This is an optimization exercise on Yosys and OpenROAD, whose aim is small area, not a production implementation. In this exercise RTL edits were held to simulation tests only and were not proved equivalent to the original.

==> design.v <==
module buffer(
input    wire          i_clk,
input    wire [1:0]    i_wr_addr,
input    wire [1:0]    i_rd_addr,
input    wire          i_wr_en,
input    wire [46:0]   i_wr_data,
output   wire [46:0]   o_rd_data
);
reg [46:0] mem [0:3];
assign o_rd_data  =  mem[i_rd_addr];
always @(posedge i_clk)
begin
    if(i_wr_en)
	    mem[i_wr_addr]    <=    i_wr_data;
end
endmodule
module cmd_int(
input    wire        i_clk,
input    wire        i_rst,
input    wire        i_data_valid,
input    wire [7:0]  i_data,
output   reg         o_buff_en,
output   wire        o_data_valid,
output   wire [7:0]  o_data,
output   reg         o_srst,
output   reg         o_pgrm_icap,
output   wire [26:0] o_ddr_strt_addr,
output   wire [19:0] o_trans_len,
output   reg         o_load,
input    wire  [19:0]i_icap_clk_cnt,
input    wire  [19:0]i_total_clk_cnt,
input    wire        i_uart_tx_buffer_full,
input    wire        i_dma_done,
output   reg         o_pr_reset
);
reg  [7:0]  cmd_reg [3:0];
reg  [3:0]  state;
wire [31:0] cmd;
reg  [3:0]  len_reg[0:5];
reg  [3:0]  addr_reg[0:5];
reg  [4:0]  len_cnt;
reg  [7:0]  tx_data;
reg         tx_valid;
reg         buff_wr_en;
reg  [1:0]  buff_wr_addr;
reg  [1:0]  buff_rd_addr;
reg  [7:0]  config_cnter[0:3];
wire [26:0] buff_ddr_strt_addr;
wire [19:0] buff_trans_len;
reg         clr_cmd;
wire [1:0]  ncon_idx = i_data - 8'h30;  
parameter CMOD = 'd0,
          DMOD = 'd1,
			 SADR = 'd2,
			 SLEN = 'd3,
			 SRST = 'd4,
			 PICP = 'd5,
			 RST1 = 'd6,
			 RST2 = 'd7,
			 CINT = 'd8,
			 START ='d9,
			 NCON = 'd10,
			 RPRR = 'd11;
assign cmd              = {cmd_reg[3],cmd_reg[2],cmd_reg[1],cmd_reg[0]};
assign o_data_valid     = (state == DMOD) ? 1'b0: i_data_valid|tx_valid;
assign o_data           = tx_valid ? tx_data : i_data;
assign o_trans_len      = (state == START) ? buff_trans_len : {len_reg[0],len_reg[1],len_reg[2],len_reg[3],len_reg[4],len_reg[5]};
assign o_ddr_strt_addr  = (state == START) ? buff_ddr_strt_addr: {addr_reg[0],addr_reg[1],addr_reg[2],addr_reg[3],addr_reg[4],addr_reg[5]};
always @(posedge i_clk)
begin
    if(i_rst|clr_cmd)
	begin
	    cmd_reg[0] <= 0;
	    cmd_reg[1] <= 0;
	    cmd_reg[2] <= 0;
	    cmd_reg[3] <= 0;
	end
	else
	begin
	    if(i_data_valid)
		begin
		   cmd_reg[0] <= i_data;
			cmd_reg[1] <= cmd_reg[0];
			cmd_reg[2] <= cmd_reg[1];
			cmd_reg[3] <= cmd_reg[2];
		end
	end
end
always @(posedge i_clk)
begin
   if(i_rst)
	begin
	   state         <=  CMOD;
		o_buff_en     <=  1'b0;
		len_cnt       <=  0;
		o_srst        <=  1'b0;
		o_pgrm_icap   <=  1'b0;
		o_load        <=  1'b0;
		tx_valid      <=  1'b0;
		buff_wr_en    <=  1'b0;
		buff_wr_addr  <=  2'b00;
      config_cnter[0] <= 0;
      config_cnter[1] <= 0;
      config_cnter[2] <= 0;
      config_cnter[3] <= 0;
		clr_cmd        <=  0;
		o_pr_reset    <=   1'b0;
   end
	else
    begin
	    case(state)
		    CMOD:begin
			   o_buff_en   <= 1'b0;
			   o_srst      <= 1'b0;
		      o_pgrm_icap <= 1'b0;
				o_load      <= 1'b0;
				len_cnt     <= 0;
				tx_valid    <= 1'b0;   
			   if(cmd == 'h444D4F44)
				begin
				   state       <= DMOD;
					buff_wr_en  <= 1'b1;
					clr_cmd     <= 1'b1;
				end
				else if(cmd == 'h53414452)
				begin
				   state <= SADR;
				end
				else if(cmd == 'h534C454E)
				begin
				    state <= SLEN;
				end
				else if(cmd == 'h53525354)
				begin
				    state <= SRST;
				end
				else if(cmd == 'h50494350)
				begin
				   state <= PICP;
					o_pgrm_icap <= 1'b1;
					clr_cmd <= 1'b1;
				end
				else if(cmd == 'h52535431)
				begin
				    state    <= RST1;
					 len_cnt  <= 19;
					 clr_cmd <= 1'b1;
				end
				else if(cmd == 'h52535432)
				begin
				    state    <= RST2;
					 len_cnt  <= 19;
					 clr_cmd <= 1'b1;
				end
				else if(cmd == 'h43494E54)
				begin
				    state    <=    CINT;
					 clr_cmd <= 1'b1;
				end
            else if(cmd == 'h4E434F4E)
            begin
                state   <= NCON;
            end
            else if(cmd == 'h52505252)
				begin
				    state <= RPRR;
				end
			end
			DMOD:begin
			   buff_wr_en   <= 1'b0;
				clr_cmd      <= 1'b0;
			   if(cmd == 'h434D4F44)
				begin
				    state     <= CMOD;
					 o_buff_en <= 1'b0;
					 buff_wr_addr <= buff_wr_addr + 1;
				end
				o_buff_en <= 1'b1;    
			end
			SADR:begin
			   clr_cmd      <= 1'b0;
			   if(i_data_valid)
				begin
				   if(i_data < 58) 
				       addr_reg[len_cnt] <= i_data - 'h30;
					else
					    addr_reg[len_cnt] <= i_data - 'h37;
					len_cnt <= len_cnt + 1;
					if(len_cnt == 5)
					begin
					    state <= CMOD;
						o_load        <=  1'b1;
					end	
				end
			end
			SLEN:begin
			   clr_cmd      <= 1'b0;
			   if(i_data_valid)
				begin
				   if(i_data < 58) 
				       len_reg[len_cnt] <= i_data - 'h30;
					else
  					     len_reg[len_cnt] <= i_data - 'h37;
					len_cnt <= len_cnt + 1;
					if(len_cnt == 5)
					begin
					    state     <= CMOD;
					    o_load    <=  1'b1;
					end	
				end
			end
			SRST:begin
			   clr_cmd      <= 1'b0;
			   if(cmd == 'h434D4F44)
				begin
				    state     <= CMOD;
			       o_srst    <= 1'b0;
				end
				else
				    o_srst    <= 1'b1;
			end
			RPRR:begin
			   clr_cmd      <= 1'b0;
			   if(cmd == 'h434D4F44)
				begin
				    state       <= CMOD;
			       o_pr_reset  <= 1'b0;
				end
				else
				    o_pr_reset    <= 1'b1;
			end
			PICP:begin
			   o_pgrm_icap <= 1'b0;
				clr_cmd      <= 1'b0;
				if(i_dma_done)
				begin
				    state    <= CMOD;
				end	
			end	
         RST1:begin
			    clr_cmd      <= 1'b0;
			    if(~i_uart_tx_buffer_full & len_cnt != 31)
			    begin
			       tx_data <= i_icap_clk_cnt[len_cnt] + 'h30;
			       len_cnt <= len_cnt - 1;
			       tx_valid <= 1'b1;
			    end
             else
			        tx_valid <= 1'b0;
			    if(len_cnt == 31)
			    begin
			        state <= CMOD;
			    end	
         end	
         RST2:begin
			    clr_cmd      <= 1'b0;
			    if(~i_uart_tx_buffer_full & len_cnt != 31)
			    begin
			        tx_data <= i_total_clk_cnt[len_cnt] + 'h30;
			        len_cnt <= len_cnt - 1;
			        tx_valid <= 1'b1;
			    end	
			    else
			        tx_valid <= 1'b0;
			    if(len_cnt == 31)
			    begin
			        state <= CMOD;
			    end	
         end
         CINT:begin
			    clr_cmd      <= 1'b0;
			   if(i_data_valid)
				begin
				   buff_rd_addr    <=    i_data - 'h30;    
					o_load          <=    1'b1;
					state           <=    START;
				end	
         end
         START:begin
			   o_pgrm_icap         <=    1'b1;
				o_load              <=    1'b0;
				state               <=    PICP;
            config_cnter[buff_rd_addr] <= config_cnter[buff_rd_addr] + 1;
         end
         NCON:begin
              if(i_data_valid)
              begin
                tx_data <= config_cnter[ncon_idx] + 'h30;
				    tx_valid <= 1'b1;
                state    <= CMOD;
              end
         end			
		endcase
    end
end
buffer addr_len_buffer(
 .i_clk(i_clk),
 .i_wr_addr(buff_wr_addr),
 .i_rd_addr(buff_rd_addr),
 .i_wr_en(buff_wr_en),
 .i_wr_data({o_ddr_strt_addr,o_trans_len}),
 .o_rd_data({buff_ddr_strt_addr,buff_trans_len})
);
endmodule
==> run.sh <==
#!/bin/bash
# synth_recipe.tcl (not shown) runs the flow's synth.tcl, then flattens the netlist and writes it again
# the make line also repeats each setting of config.mk as NAME=value (left out here)
make -C /OpenROAD-flow-scripts/flow DESIGN_CONFIG=/design/flow/config.mk WORK_HOME=/design/flow/orfs CLKGATE_MAP_FILE= SYNTH_SCRIPT=/design/flow/synth_recipe.tcl finish
==> config.mk <==
export PLATFORM = sky130hd
export DESIGN_NAME = cmd_int
export DESIGN_NICKNAME = cmd_int
export VERILOG_FILES = /design/flow/design.v
export SDC_FILE = /design/flow/constraint.sdc
export NUM_CORES = 8
export LEC_CHECK = 0
export CAP_MARGIN = 20
export CORE_MARGIN = 2
export CORE_UTILIZATION = 40
export SLEW_MARGIN = 20
==> constraint.sdc <==
create_clock -name core_clock -period 5.0 [get_ports {i_clk}]
set_input_delay 1.0000 -clock core_clock [delete_from_list [all_inputs] [get_ports {i_clk}]]
set_output_delay 1.0000 -clock core_clock [all_outputs]
set_load 0.01 [all_outputs]
==> flow_summary.ini <==
[critical_path]
path_buf_inv = 2
ff2ff_path_depth = 5
setup.worst_path.class = reg -> out
crit_start = state[2]$_SDFFE_PP0P_
reg2reg_to = config_cnter[0][7]$_SDFFCE_PN0P_
crit_cells = 7
crit_path_end_kind = output port
cp_cell_sequence = nor2_1, nand2_1, nor2_4, buf_4, nand2_1, nand2_1, clkdlybuf4s50_1
crit_end = o_trans_len[2]
r2r-start = state[2]$_SDFFE_PP0P_
r2r_slack_ns = 2.15
required_ns = 4.00
critical_path_arrival_ns = 3.23
crit_path_max_incr_delay_ns = 0.62
start_kind = flip-flop
slowest_stage = clkdlybuf4s50_1
crit_family = simple AND/OR/NAND/NOR gates
cpMostUsedCell = nand2_1
path_max_fanout = 20

[die]
die_w_um = 193
initial_core_util_pct = 40.5
ioPinCount = 114
core_mm2 = 0.0354
die-area_mm2 = 0.0374
core.rowCount = 69
die_y_um = 193

[pwr]
peakVddDrop_mv = 0.221
p_clk_share_pct = 44.4
finalPower_mw = 5.63
combPwrFrac_pct = 3.0
p_sw_mw = 1.14
p_per_area_mw_per_mm2 = 329
leakage_nw = 5.91
seqPwrFrac_pct = 52.5
sw_frac_of_total_pct = 20.2
intPower_mw = 4.49

[timing]
finalSetupTns_ns = 0
hold_violations = 0
max_freq_ghz = 0.236
worst_pin_slew_ns = 1.09
post-route-period-util_pct = 84.7
fin_crit_ns = 4.23
slew_headroom_pct = 27.4
finalMaxSlewViolations = 0
finalClockSkew_ns = 0.0193
setup_viol_count_final = 0
rsz0062_at_grt = no

[cts]
hold_buffers = 0
numClockSinks = 327
htree_levels = 2
clockBufferDepth = 3
cts_tree = built
cts-resized-gates = 0
clock_latency_ns = 0.52
cts_setup_buffers = 0
clockRootBuffer = clkbuf_16
numCtsBuffers = 36
path_clk_slew_ns = 0.06

[routing]
vias_per_cell = 5.41
drt_iter0_markers = 544
wl_per_cell_um = 20.6
dr_total_vias = 8686
firstDrtPassIters = 5
dr_wl_met3_mm = 1.97
ant_nets = 0
route.met2.wl_mm = 15.5
m1WireLength_mm = 15.0
drc = 0
highest_layer = met4
drt_wl_total_mm = 33.2

[cells_and_area]
final_common_cell = edfxtp_1
drive_gt1_share_pct = 15.3
final_util_pct = 48.3
largest_reg_flops = 188
synthToLayoutAreaGrowth_pct = 19.1
final_nets = 1183
n_antenna_cell = 0
stdcell_count = 1606
fillerInstances = 3097
most-common-layout-cells = edfxtp_1 (274), nand2_1 (168), clkdlybuf4s50_1 (112)

[logic_synthesis]
synthArstFlopShare_pct = 0
synth_xor_area_share_pct = 1.22
synth_top_area_share_pct = 57.4
syn_nets = 1068
synthCells = 1004
synth_compound_area_share_pct = 2.63
yosysSeqAreaShare_pct = 64.8
syn_area_mm2 = 0.0143
ys.flop_type = edfxtp_1
yosys_warnings = 3
synth-seq-cells = 327
muxShareOfSynthArea_pct = 14.7
ys_top_cells_by_area = edfxtp_1 (57%), mux4_2 (11%), dfxtp_1 (7.4%)
synthAdderAreaFrac_pct = 1.01
synth_top_family_by_area = multiplexers
synthSimpleGateAreaFrac_pct = 13.5
synth.distinct_cells = 65
synth_top_area_cell = edfxtp_1
synth_edf_count = 274
synth_area_per_cell_um2 = 14.3

[hold_path]
worstHoldPathType = reg -> reg
worstHoldStart = o_srst$_SDFFE_PP0P_

[placed_design]
dpl.hpwl_mm = 21.9
routabilityCongestion = 0.792
dp_cells = 1542
portBuffers = 113

[outcome]
status = timing/DRC/antenna clean

[grt]
grt_max_degree = 48
grt_pass1_vias = 8724
antenna_found_initial = 0
grt_usage_pct = 17.7
grt_pass1_wl_mm = 51.9
grt_overflow = 0

[flow_run]
max_cap_viol_count = 0
[per-stage QoR]
step / hold slack [ns] / setup slack (ns) / area, µm²
floorplan: 0.466 / 2.00 / 14300
global placement: 0.475 / 1.33 / 16000
detailed placement: 0.472 / 1.28 / 16000
CTS: 0.483 / 0.729 / 17100
global route: 0.518 / 0.504 / 17100
finish: 0.484 / 0.766 / 17100
[synth_stat cells, drive strengths merged (10+ instances only)]
cell      n
nor3     20
xnor2    11
and2     11
mux4     68
clkbuf   37
inv      18
mux2i    47
nand2b   10
edfxtp  274
mux2     10
nor4     17
a21oi    19
nand3    17
nand2   168
nor2     97
ha       10
buf      16
dfxtp    53
[worst min-delay path, stage by stage (launching register included)]
cell and delay [ns]:
dfxtp_1 0.31, nand2b_1 0.07, a21oi_1 0.06
[power groups by stage]
stage          Sequential [mW]  Clock [mW]  Combinational [mW]
2_1_floorplan             3.01           0              0.0935
3_3_place_gp              3.01           0               0.171
3_5_place_dp              3.01           0               0.170
4_1_cts                   2.96        2.55               0.172
5_1_grt                   2.96        2.66               0.185
6_report                  2.96        2.50               0.170
[per-layer routing]
metal	vias to the layer above	global-route usage, %
met2	241	28.4
met3	51	3.70
li1	4012	-
met1	4382	24.9
met5	-	0
met4	0	4.44
[cells by family (layout without fill, tap and decap cells)]
family	after synthesis	in the layout
DFF	327	327
and+or+nand+nor	394	394
buffers and inverters	72	213
adders and majority gates	11	11
AOI/OAI and AO/OA	55	55
xor gates and xnor gates	20	20
muxes	125	125
[worst min path at each step]
stage | end | slack (ns) | cells past startpoint
after floorplan | cmd_reg[3][6]$_SDFFE_PP0P_ | 0.47 | 2
after detailed placement | o_srst$_SDFFE_PP0P_ | 0.47 | 2
after global routing | o_srst$_SDFFE_PP0P_ | 0.52 | 2
after CTS | o_srst$_SDFFE_PP0P_ | 0.48 | 2
after global placement | o_srst$_SDFFE_PP0P_ | 0.47 | 2
final | o_srst$_SDFFE_PP0P_ | 0.48 | 2
[area by class of cell]
| type | instances | area (µm²) | share of cell area [%] |
|---|---|---|---|
| Clock buffer | 52 | 1010 | 5.93 |
| Clock inverter | 12 | 96.3 | 0.564 |
| Inverter | 19 | 71.3 | 0.418 |
| Multi-Input combinational cell | 605 | 4770 | 28.0 |
| Sequential cell | 327 | 9290 | 54.4 |
| Tap cell | 461 | 577 | 3.38 |
| Timing Repair Buffer | 130 | 1250 | 7.34 |

## re-timing with driven ports
No port has a modelled driver above. Below, the same layout with a new extraction and two added sets of constraints. Step 1: set_driving_cell puts a clkbuf_16 on i_clk and a buf_2 on each other input, an assumption about the parent block. Step 2 adds t to the input delays and takes it off the output delays; t is the mean of the earliest and latest rising clock arrival at the registers after step 1. Input paths then give back, and output paths get back, about the clock's delay inside the block. Slacks: ideal / step 1 / step 2; pairs: ideal / step 1.
t, ns: 0.562
setup slack, ns: 0.766 / 0.718 / 1.280
hold slack, ns: 0.484 / 0.484 / 0.484
clock arrival spread, ns: 0.022 / 0.022
After both steps setup and hold are still met in this run. The setup slack of this run moves by -0.048 ns with the drivers and by +0.514 ns with both steps.
